Background: an optimization exercise with open tools, aiming at small area. Do not read the settings as production practice. Function was checked by simulation only, so behaviour that the tests miss may differ from the original. Power figures rest on the tool's default switching activity, not on a simulated workload.

## design.v

```verilog
`timescale 1ns / 1ps
module ALU_16(A, B, 	C, Opcode, Flags);
	input [15:0] A, B;	 
	input [7:0] Opcode;	 
	output reg [15:0]	C;		 
	output reg [4:0] Flags;  
	parameter ADD = 8'b00000101;
	parameter ADDI = 8'b01010000;
	parameter ADDU = 8'b00000110;
	parameter ADDUI = 8'b01100000;
	parameter ADDC = 8'b00000111;
	parameter ADDCU = 8'b00001110;   
	parameter ADDCUI = 8'b11100000; 
	parameter ADDCI = 8'b01110000;
	parameter SUB = 8'b00001001;
	parameter SUBI = 8'b10010000;
	parameter CMP = 8'b00001011;
	parameter CMPI = 8'b10110000;
	parameter CMPU = 8'b00001101;     
	parameter AND = 8'b00000001;
	parameter OR = 8'b00000010;
	parameter XOR = 8'b00000011;
	parameter NOT = 8'b00100000;	 	 
	parameter LSH = 8'b10000100;
	parameter LSHI = 8'b10000000;
	parameter RSH = 8'b00001010;      
	parameter RSHI = 8'b1010000;
	parameter ALSH = 8'b10000110;		 
	parameter ARSH = 8'b10000010;
	parameter WAIT = 8'b00000000;
	always @* 
	begin
			C = 16'b0;
			Flags = 5'b0;
			case(Opcode)
			ADD, ADDI:
				begin
					{Flags[4],C} = A + B;
					if (C	== 0) 
						Flags[1] = 1'b1;
					else 
						Flags[1] = 1'b0;
					if( (~A[15] & ~B[15] & 	C[15]) | (A[15] & B[15] & ~C[15]) )
						Flags[2] = 1'b1;
					else 
						Flags[2] = 1'b0;
					Flags[3] = 0; Flags[0] = 1'b0;
				end
			ADDU, ADDUI:
				begin
					{Flags[4], 	C} = A + B;
					if (C	== 0) 
						Flags[1] = 1'b1;
					else 
						Flags[1] = 1'b0;
					Flags[3:2] = 2'b00; Flags[0] = 1'b0;
				end
			ADDC	:
				begin
					{Flags[4], 	C} = (A + Flags[4]) + B;
					if (C == 0) 
						Flags[1] = 1'b1;
					else 
						Flags[1] = 1'b0;
					if( (~A[15] & ~B[15] & 	C[15]) | (A[15] & B[15] & ~C[15]) )
						Flags[4] = 1'b1;
					else 
						Flags[4] = 1'b0;
					Flags[3:2] = 2'b00; Flags[0] = 1'b0;
				end
			ADDCU, ADDCUI:
				begin
					{Flags[4], 	C} = (A + Flags[4]) + B;
					if (C	 == 0) 
						Flags[1] = 1'b1;
					else 
						Flags[1] = 1'b0;
					Flags[3:2] = 2'b00; Flags[0] = 1'b0;
				end
			SUB, SUBI:
				begin
					C	= A - B;
					if (C	 == 0)
						Flags[1] = 1'b1;
					else 
						Flags[1] = 1'b0;
					if( (~A[15] & B[15] & 	C[15]) | (A[15] & ~B[15] & ~C[15]) )
						Flags[2] = 1'b1;  
					else 
						Flags[2] = 1'b0;
					Flags[3:2] = 2'b00; Flags[0] = 1'b0;
				end
				CMP, 	CMPI:
				begin
					if (A == B)
						Flags[1] = 1'b1;  
					else
						Flags[1] = 1'b0;
					if( $signed(A) < $signed(B) )
						Flags[0] = 1'b1;  
					else 
						Flags[0] = 1'b0;
					if(A < B)
						Flags[3] = 1'b1;  
					else
						Flags[3] = 1'b0;
					Flags[4] = 1'b0; Flags[2] = 1'b0; 
					C	= 0;
				end
				CMPU:
				begin
					if (A == B)
						Flags[1] = 1'b1;  
						else
						Flags[1] = 1'b0;
					if(A < B)
						Flags[3] = 1'b1;  
						else
						Flags[3] = 1'b0;
					Flags[4] = 1'b0; Flags[2] = 1'b0; Flags[0] = 1'b0;  
					C	= 0;
				end
			LSH, LSHI:
				begin
				C	= A << B;
				Flags[4:0] = 5'b0000;
				end
			RSH, RSHI:
				begin
				C	= A >> B;
				Flags[4:0] = 5'b0000;
				end
			ALSH:
				begin
				C	= A <<< B;
				Flags[4:0] = 5'b0000;
				end
			ARSH:
				begin
				C	= A >>> B;
				Flags[4:0] = 5'b0000;
				end
			AND:
				begin
				C	= A & B;
				Flags[4:0] = 5'b0000;
				end
			OR:
				begin
				C	= A | B;
				Flags[4:0] = 5'b0000;
				end
			XOR:
				begin
				C	= A ^ B;
				Flags[4:0] = 5'b0000;
				end
			NOT:
				begin
				C	= ~A;
				Flags[4:0] = 5'b0000;
				end
			WAIT:
				begin
					C	= 4'b0000;
					Flags = 5'b00010;
				end
			default: 
				begin
				end
				endcase
	end
endmodule
`timescale 1ns / 1ps
module mux(imm, Rin, ctrl, enable, out);
	input [15:0] imm, Rin;
	input ctrl, enable;
	output reg [15:0] out;
	always@(imm, Rin, ctrl, enable)
	begin
		if(ctrl)
			out <= Rin;
		else
			out <= imm;
	end
endmodule
`timescale 1ns / 1ps
module register(clk, write, EnableWrite, read, rst);
	input [15:0] write;
	input clk, rst, EnableWrite;
	output wire [15:0] read;
	reg [15:0] register;
	assign read = register;
	always @(posedge clk, posedge rst)
	begin
		if(rst)
			register <= 0;
		else if(EnableWrite)
			register <= write;
	end
endmodule
`timescale 1ns / 1ps
module regfile(Rdest, Rsrc, EnableWrite, A, B, write, rst, clk);
	input [3:0] Rdest, Rsrc;
	input [15:0] write;
	input EnableWrite, rst, clk;
	wire[15:0] readReg [0:15];
	wire [15:0] writeEnable;
	output wire[15:0] A, B;
	assign A = readReg[Rdest];
	assign B = readReg[Rsrc];
	assign writeEnable[15:0] = (EnableWrite << Rdest);
		register R0(.clk(clk), .write(write), .EnableWrite(writeEnable[0]), .read(readReg[0]), .rst(rst));
		register R1(.clk(clk), .write(write), .EnableWrite(writeEnable[1]), .read(readReg[1]), .rst(rst));
		register R2(.clk(clk), .write(write), .EnableWrite(writeEnable[2]), .read(readReg[2]), .rst(rst));
		register R3(.clk(clk), .write(write), .EnableWrite(writeEnable[3]), .read(readReg[3]), .rst(rst));
		register R4(.clk(clk), .write(write), .EnableWrite(writeEnable[4]), .read(readReg[4]), .rst(rst));
		register R5(.clk(clk), .write(write), .EnableWrite(writeEnable[5]), .read(readReg[5]), .rst(rst));
		register R6(.clk(clk), .write(write), .EnableWrite(writeEnable[6]), .read(readReg[6]), .rst(rst));
		register R7(.clk(clk), .write(write), .EnableWrite(writeEnable[7]), .read(readReg[7]), .rst(rst));
		register R8(.clk(clk), .write(write), .EnableWrite(writeEnable[8]), .read(readReg[8]), .rst(rst));
		register R9(.clk(clk), .write(write), .EnableWrite(writeEnable[9]), .read(readReg[9]), .rst(rst));
		register R10(.clk(clk), .write(write), .EnableWrite(writeEnable[10]), .read(readReg[10]), .rst(rst));
		register R11(.clk(clk), .write(write), .EnableWrite(writeEnable[11]), .read(readReg[11]), .rst(rst));
		register R12(.clk(clk), .write(write), .EnableWrite(writeEnable[12]), .read(readReg[12]), .rst(rst));
		register R13(.clk(clk), .write(write), .EnableWrite(writeEnable[13]), .read(readReg[13]), .rst(rst));
		register R14(.clk(clk), .write(write), .EnableWrite(writeEnable[14]), .read(readReg[14]), .rst(rst));
		register R15(.clk(clk), .write(write), .EnableWrite(writeEnable[15]), .read(readReg[15]), .rst(rst));
endmodule
`timescale 1ns / 1ps
module CPU(clk, nextInstruction, rst, Flags, OUT, aluOutput, mem_rdata, mem_wdata, mem_we, REGA, REGB, ADDRA, FULLOP);
	reg [15:0] data_a, imm, NextIns, WRITEBACK, FullOp;
	reg [9:0] addr_a, ProgramCounter;
	output[9:0] nextInstruction;
	reg we_a, WriteReg;
	input clk, rst;
	wire [15:0] q_a;
	output [15:0] OUT, aluOutput;
	output wire [4:0] Flags;
	reg [3:0] Rsrc, Rdest;
	wire [15:0] MuxBout, regfileA, regfileB;
	reg ctrlMuxB;
	reg[1:0] TriCount;
	reg[4:0] JcondFlags;
	input [15:0] mem_rdata;
	output [15:0] mem_wdata;
	output mem_we;
	output [15:0] REGA, REGB, FULLOP;
	output [9:0] ADDRA;
	parameter ADD = 8'b00000101;
	parameter ADDI = 8'b01010000;
	parameter ADDU = 8'b00000110;
	parameter ADDUI = 8'b01100000;
	parameter ADDC = 8'b00000111;
	parameter ADDCU = 8'b00001110;   
	parameter ADDCUI = 8'b11100000; 
	parameter ADDCI = 8'b01110000;
	parameter SUB = 8'b00001001;
	parameter SUBI = 8'b10010000;
	parameter CMP = 8'b00001011;
	parameter CMPI = 8'b10110000;
	parameter CMPU = 8'b00001101;     
	parameter AND = 8'b00000001;
	parameter OR = 8'b00000010;
	parameter XOR = 8'b00000011;
	parameter NOT = 8'b00100000;	 	 
	parameter LSH = 8'b10000100;
	parameter LSHI = 8'b1000000x;
	parameter RSH = 8'b00001010;      
	parameter RSHI = 8'b1010000;
	parameter ALSH = 8'b10000110;		 
	parameter ARSH = 8'b10000010;
	parameter WAIT = 8'b00000000;
	parameter LOAD = 8'b01000000;
	parameter STORE = 8'b01000100;
	parameter JAL = 8'b01001000;
	parameter JCOND = 8'b01001100;
assign q_a = mem_rdata;
assign mem_wdata = data_a;
assign mem_we = we_a;
    ALU_16 ALU(
				  .A(regfileA), 
				  .B(MuxBout), 
				  .C(aluOutput),
				  .Opcode({FullOp[15:12], FullOp[7:4]}), 
				  .Flags(Flags)
				  );
	regfile RegFile(
						.Rdest(Rdest),
						.Rsrc(Rsrc),
						.EnableWrite(WriteReg),
						.A(regfileA),
						.B(regfileB),
						.write(WRITEBACK),
						.rst(rst),
						.clk(clk)
						);
	mux muxB(
		  .imm(imm), 
		  .Rin(regfileB), 
		  .ctrl(ctrlMuxB),
		  .enable(1'b1),
		  .out(MuxBout)
		  );
assign nextInstruction = ProgramCounter;
assign OUT = WRITEBACK;
assign ADDRA = addr_a;
assign REGA = regfileA;
assign REGB = MuxBout;
assign FULLOP = FullOp;
reg [15:0] imm_n;
reg [15:0] FullOp_n;
reg [9:0] addr_a_n;
reg [15:0] data_a_n;
reg  we_a_n;
reg [9:0] ProgramCounter_n;
reg  WriteReg_n;
reg [3:0] Rsrc_n;
reg [3:0] Rdest_n;
reg  ctrlMuxB_n;
reg [1:0] TriCount_n;
reg [15:0] NextIns_n;
reg [15:0] WRITEBACK_n;
reg [4:0] JcondFlags_n;
always@(posedge clk, posedge rst)
		begin
		if(rst) begin
		imm <= 0;
		FullOp <= 16'b0;
	   addr_a <= 10'b0;
		we_a <= 0;
		ProgramCounter <= -1;
		WriteReg <= 0;
	   Rsrc <= 4'b0;
		Rdest <= 4'b0;
	   ctrlMuxB <= 1;
	   TriCount <= -1;
		NextIns <= 16'b0;
		WRITEBACK <= 16'b0;
		JcondFlags <= 5'b0;
		end
		else begin
		imm_n = imm;
		FullOp_n = FullOp;
		addr_a_n = addr_a;
		data_a_n = data_a;
		we_a_n = we_a;
		ProgramCounter_n = ProgramCounter;
		WriteReg_n = WriteReg;
		Rsrc_n = Rsrc;
		Rdest_n = Rdest;
		ctrlMuxB_n = ctrlMuxB;
		TriCount_n = TriCount;
		NextIns_n = NextIns;
		WRITEBACK_n = WRITEBACK;
		JcondFlags_n = JcondFlags;
		TriCount_n = TriCount_n + 1;
			case(TriCount_n)
			0: begin  
			WriteReg_n = 0;
			FullOp_n = NextIns_n;
			Rdest_n = FullOp_n[11:8];
			Rsrc_n  = FullOp_n[3:0];
			case(FullOp_n[7:4])
			4'b0: begin
				imm_n = FullOp_n[3:0];
				ctrlMuxB_n = 0;
			end
			default: begin
				ctrlMuxB_n = 1;
			end
			endcase
			case({FullOp_n[15:12],FullOp_n[7:4]})
			JAL: begin
				addr_a_n = regfileB;
				we_a_n = 0;
			end
			JCOND: begin
				case(JcondFlags_n[3])
				0: begin
					addr_a_n = regfileB;
					we_a_n = 0;
				end
				1: begin
					ProgramCounter_n = ProgramCounter_n + 1;
					addr_a_n = ProgramCounter_n;
					we_a_n = 0;
				end
				endcase
			end
			default: begin
			ProgramCounter_n = ProgramCounter_n + 1;
			addr_a_n = ProgramCounter_n;
			we_a_n = 0;
			end
			endcase
			end
			1: begin
			case({FullOp_n[15:12],FullOp_n[7:4]})
				CMP, CMPI, CMPU: begin
					JcondFlags_n = Flags;
				end
				LOAD: begin
					addr_a_n = regfileB;
					we_a_n = 0;
				end
				JAL, JCOND: begin
					we_a_n = 0;
				end
				default: begin
			end
			endcase
			NextIns_n = q_a;
			end
			2: begin
			case({FullOp_n[15:12],FullOp_n[7:4]})
			STORE:
			begin
				data_a_n = regfileB;
				addr_a_n = regfileA;
		   	we_a_n = 1;
				WriteReg_n = 0;
				WRITEBACK_n = regfileB;
			end
			CMP, CMPI, CMPU, WAIT:
			begin
				WriteReg_n = 0;
				WRITEBACK_n = 0;
			end
			LOAD: begin
				WRITEBACK_n = q_a;
				WriteReg_n = 1;
				TriCount_n = TriCount_n - 1;
			end
			JAL: begin
				WRITEBACK_n = ProgramCounter_n;
				WriteReg_n = 1;
				ProgramCounter_n = regfileB;
			end
			JCOND: begin
				WRITEBACK_n = ProgramCounter_n;
				WriteReg_n = 0;
				ProgramCounter_n = regfileB;
			end
			default:
			begin
				WRITEBACK_n = aluOutput;
				WriteReg_n = 1;
			end
			endcase
			TriCount_n = -1;
			end
			default: begin
			end
			endcase
				imm <= imm_n;
		FullOp <= FullOp_n;
		addr_a <= addr_a_n;
		data_a <= data_a_n;
		we_a <= we_a_n;
		ProgramCounter <= ProgramCounter_n;
		WriteReg <= WriteReg_n;
		Rsrc <= Rsrc_n;
		Rdest <= Rdest_n;
		ctrlMuxB <= ctrlMuxB_n;
		TriCount <= TriCount_n;
		NextIns <= NextIns_n;
		WRITEBACK <= WRITEBACK_n;
		JcondFlags <= JcondFlags_n;
		end
	end
endmodule 
```

## run.sh

```bash
#!/bin/bash
# synth_recipe.tcl (not shown) runs the flow's synth.tcl, then flattens the netlist and writes it again
# the make line also repeats each setting of config.mk as NAME=value (left out here)
make -C /OpenROAD-flow-scripts/flow DESIGN_CONFIG=/design/flow/config.mk WORK_HOME=/design/flow/orfs CLKGATE_MAP_FILE= SYNTH_SCRIPT=/design/flow/synth_recipe.tcl finish
```

## config.mk

```make
export PLATFORM = sky130hd
export DESIGN_NAME = CPU
export DESIGN_NICKNAME = CPU
export VERILOG_FILES = /design/flow/design.v
export SDC_FILE = /design/flow/constraint.sdc
export NUM_CORES = 4
export LEC_CHECK = 0
export ABC_AREA = 1
export CAP_MARGIN = 20
export CORE_MARGIN = 2
export CORE_UTILIZATION = 40
export PLACE_DENSITY = 0.6
export SLEW_MARGIN = 20
```

## constraint.sdc

```tcl
create_clock -name core_clock -period 12.0 [get_ports {clk}]
set_input_delay 2.4000 -clock core_clock [delete_from_list [all_inputs] [get_ports {clk}]]
set_output_delay 2.4000 -clock core_clock [all_outputs]
set_load 0.01 [all_outputs]
```

==> results.json <==
{
  "finalNetCount": 3364,
  "power_frac_comb": 0.183,
  "status": "complete, no violations",
  "max_slew.worst_pin.slew_ns": 1.16,
  "portBuffers": 139,
  "cts_buffers": 42,
  "dr.pass1.iters": 6,
  "setup_viol": 0,
  "cts_resized": 0,
  "fin_area_um2": 25700,
  "rsz0062_at_grt": "false",
  "arrival_ns": 7.24,
  "p_leak_uw": 0.0121,
  "crit_slowest_cell": "o21ai_0",
  "grt.overflow.total": 0,
  "cts-htree-levels": 2,
  "cp_data_required_time_ns": 9.60,
  "grt.total_usage": 0.376,
  "setup_tns_ns": 0,
  "finalWorstPathRequiredPeriod_ns": 9.64,
  "synth_cell_types": 56,
  "vias": 23816,
  "max_stage_delay_ns": 0.66,
  "yosysTopAreaCellShare": 0.365,
  "cpMostUsedCell": "nand2_1",
  "slew_viol_final": 0,
  "clkSinkCount": 350,
  "root_buffer": "clkbuf_16",
  "synth_seq_area_share": 0.403,
  "hold_depth": 2,
  "drv_cap": 0,
  "dieWidth_um": 238,
  "end_kind": "primary output",
  "synth_largest_area_cell": "dfrtp_1",
  "avgSynthCellArea_um2": 6.91,
  "hold_path.class": "flop to flop",
  "syn_inst": 3184,
  "drive_above_1_share": 0.0639,
  "p_int_uw": 2250,
  "fin_worst_skew_ns": 0.0156,
  "min_to": "NextIns[11]$_DFFE_PP0P_",
  "r2r_setup_slack_ns": 5.41,
  "power.density_nw_per_um2": 128,
  "first_global_vias": 22331,
  "fp.coreArea_um2": 54100,
  "synth_nets": 3258,
  "antenna_found_initial": 3,
  "postRouteAntennaNets": 0,
  "p_sw_uw": 1040,
  "peakVddDrop_mv": 0.135,
  "grt_pass1_wl_mm": 156,
  "crit_family": "buffers and inverters",
  "syn_area_um2": 22000,
  "yosysWarningCount": 5,
  "power_frac_clock": 0.410,
  "hold_start": "NextIns[11]$_DFFE_PP0P_",
  "rows": 85,
  "fin_crit_sh": 0.803,
  "floorplan.initialDensity": 0.406,
  "insertion_delay_ns": 0.58,
  "grt_max_degree": 74,
  "dieArea_um2": 56900,
  "swShare": 0.315,
  "post_cts_buffers": 0,
  "timing.slew.headroom": 0.222,
  "reg2reg_from": "FullOp[3]$_DFFE_PP0P_",
  "fillers": 5556,
  "place_area_um2": 24300,
  "ios": 140,
  "ys_ff_latch": 350,
  "yosys-top-cells-area": "dfrtp_1 (37%), nand2_1 (19%), o21ai_0 (8.3%), nand3_1 (5.3%), inv_1 (4.8%)",
  "synthArstFlopShare": 0.954,
  "ys.flop_type": "dfrtp_1",
  "wl_mm": 108,
  "fp.dieH_um": 238,
  "route.detailed.drc": 0,
  "hpwl_mm": 76.9,
  "cp_max_fo": 39,
  "cts.path.max_buffers": 3,
  "area_growth_pct": 16.8,
  "finalHoldViolations": 0,
  "r2r_end": "WRITEBACK[11]$_DFFE_PP0P_",
  "viasPerCell": 5.93,
  "cp-start-kind": "flop",
  "synth_edf_count": 16,
  "clk_pin_slew_worst_paths_ns": 0.06,
  "crit_type": "flop to primary output",
  "ctsHoldBuffers": 0,
  "place.gp.congestion": 1.01,
  "wire_per_inst_um": 26.9,
  "drt_iter0_drc": 2944,
  "whs_ns": 0.478,
  "fmax_mhz": 104,
  "crit_buf_inv": 5,
  "rr_worst_depth": 30,
  "cts_tree": "done",
  "seqPwrFrac": 0.406
}
-- area by class of cell --
type	count	area [um^2]	share of cell area
diodes	1	2.50	0.0000974
clock buffers	54	1170	0.0455
clock inverters	20	250	0.00974
inverters	303	1140	0.0446
multi-input cells	2372	11400	0.443
flip-flops and latches	350	8850	0.345
well taps	696	871	0.0339
repair buffers	221	2010	0.0781
-- power by group through the flow --
stage | combinational (uW) | sequential, uW | clock (uW)
after floorplan | 328 | 1340 | 0
after global placement | 588 | 1350 | 0
after detailed placement | 586 | 1350 | 0
after CTS | 589 | 1330 | 1360
after global routing | 648 | 1340 | 1410
final | 601 | 1340 | 1350
-- layout by cell type (no fill, tap or decap), types with 8 or more instances in the layout --
master,n
nand2_1,1083
o21ai_0,364
dfrtp_1,321
inv_1,279
nand3_1,235
nor2_1,224
clkdlybuf4s50_1,139
a21oi_1,98
buf_4,82
ha_1,54
clkbuf_16,43
nand4_1,37
o22ai_1,33
a221oi_1,27
xor2_1,27
nor3_1,18
edfxtp_1,16
nor2_2,15
nor4_1,14
inv_2,14
a211oi_1,14
dfstp_2,13
a22o_1,12
clkinv_1,11
o21ai_1,11
o2111ai_1,10
a2bb2oi_1,9
nand3b_1,8
-- worst reg2reg max path, delay by kind of cell (launching register included) --
kind	cells	cell delay [ns]
AND/OR/NAND/NOR	16	2.08
AO/OA/AOI/OAI	8	1.93
buffers and inverters	4	1.46
flip-flops	1	0.49
adder cells (fa/ha/maj)	1	0.28
XOR/XNOR	1	0.25
-- through the flow --
step,util,setup slack (ns),instances,power [uW]
floorplan,-,0.368,3184,1660
global placement,0.448,3.17,3942,1940
detailed placement,0.448,3.10,3942,1940
CTS,0.474,2.47,4016,3280
global route,0.474,1.85,4016,3400
finish,0.474,2.36,4017,3290
-- worst max path at each step --
stage | start | endpoint | depth (start not counted)
finish | FullOp[3]$_DFFE_PP0P_ | aluOutput[11] | 29
global route | FullOp[1]$_DFFE_PP0P_ | Flags[1] | 31
CTS | FullOp[1]$_DFFE_PP0P_ | aluOutput[11] | 29
detailed placement | FullOp[3]$_DFFE_PP0P_ | aluOutput[11] | 29
global placement | FullOp[0]$_DFFE_PP0P_ | aluOutput[11] | 29
floorplan | rst | FullOp[0]$_DFFE_PP0P_ | 1
-- per-layer routing --
| layer | track usage | share of wire |
|---|---|---|
| met2 | 0.548 | 0.42 |
| met3 | 0.0835 | 0.11 |
| met4 | 0.167 | 0.050 |
| met1 | 0.533 | 0.43 |
| met5 | 0 | 0 |
-- registers in the layout, summed over array words and instances (netlist names), 16 cells and up --
register,cells
RegFile.R12.register,16
RegFile.R0.register,16
RegFile.R5.register,16
RegFile.R13.register,16
data_a,16
RegFile.R10.register,16
RegFile.R9.register,16
FullOp,16
WRITEBACK,16
RegFile.R14.register,16
RegFile.R6.register,16
RegFile.R3.register,16
RegFile.R4.register,16
RegFile.R15.register,16
NextIns,16
RegFile.R1.register,16
RegFile.R8.register,16
RegFile.R2.register,16
RegFile.R11.register,16
RegFile.R7.register,16
-- cells in the mapped netlist, drive strengths merged, types with 7 or more instances --
| master | instances |
|---|---|
| a211oi | 14 |
| dfstp | 13 |
| o2111ai | 10 |
| a22oi | 7 |
| clkinv | 9 |
| nand4 | 37 |
| a221oi | 27 |
| buf | 33 |
| nor2 | 241 |
| o211ai | 7 |
| nand3b | 8 |
| a2bb2oi | 9 |
| dfrtp | 321 |
| nand3 | 237 |
| nand2 | 1090 |
| xor2 | 27 |
| nor4 | 14 |
| edfxtp | 16 |
| o21ai | 377 |
| o22ai | 33 |
| a22o | 12 |
| inv | 294 |
| nor3 | 18 |
| ha | 54 |
| a21oi | 98 |
| o221ai | 7 |
| clkbuf | 126 |
-- cells by family (layout without fill, tap and decap cells) --
logic type / after synthesis / count (layout) / synth area share
buf+inv: 462 / 598 / 0.0813
xor+xnor: 30 / 30 / 0.0120
simple gates: 1655 / 1655 / 0.308
other cells: 0 / 1 / 0
fa+ha+maj: 56 / 56 / 0.0326
compound gates: 631 / 631 / 0.164
flops: 350 / 350 / 0.403

## static timing again, ports no longer ideal
The flow's constraints put no driver on any port. The routed layout listed below was extracted and timed again, unchanged, in two steps. Step 1 (the two cells are an assumption about what drives the block):
set clk [get_ports {clk}]
set_driving_cell -lib_cell sky130_fd_sc_hd__clkbuf_16 $clk
set_driving_cell -lib_cell sky130_fd_sc_hd__buf_2 [delete_from_list [all_inputs] $clk]
Step 2 adds t to the input delays and takes it off the output delays; t is the mean of the earliest and latest rising clock arrival at the registers after step 1. Input paths then give back, and output paths get back, about the clock's delay inside the block. a / b / c = no drivers / after step 1 / after step 2; a / b = the first two.
t, ns: 0.634
slack for setup (ns): 2.365 / 2.301 / 2.935
worst setup path after step 2: register to output
slew at the worst register clock pin (ns): 0.07 / 0.07
After both steps setup and hold are still met in this run. The setup slack of this run moves by -0.064 ns with the drivers and by +0.570 ns with both steps.
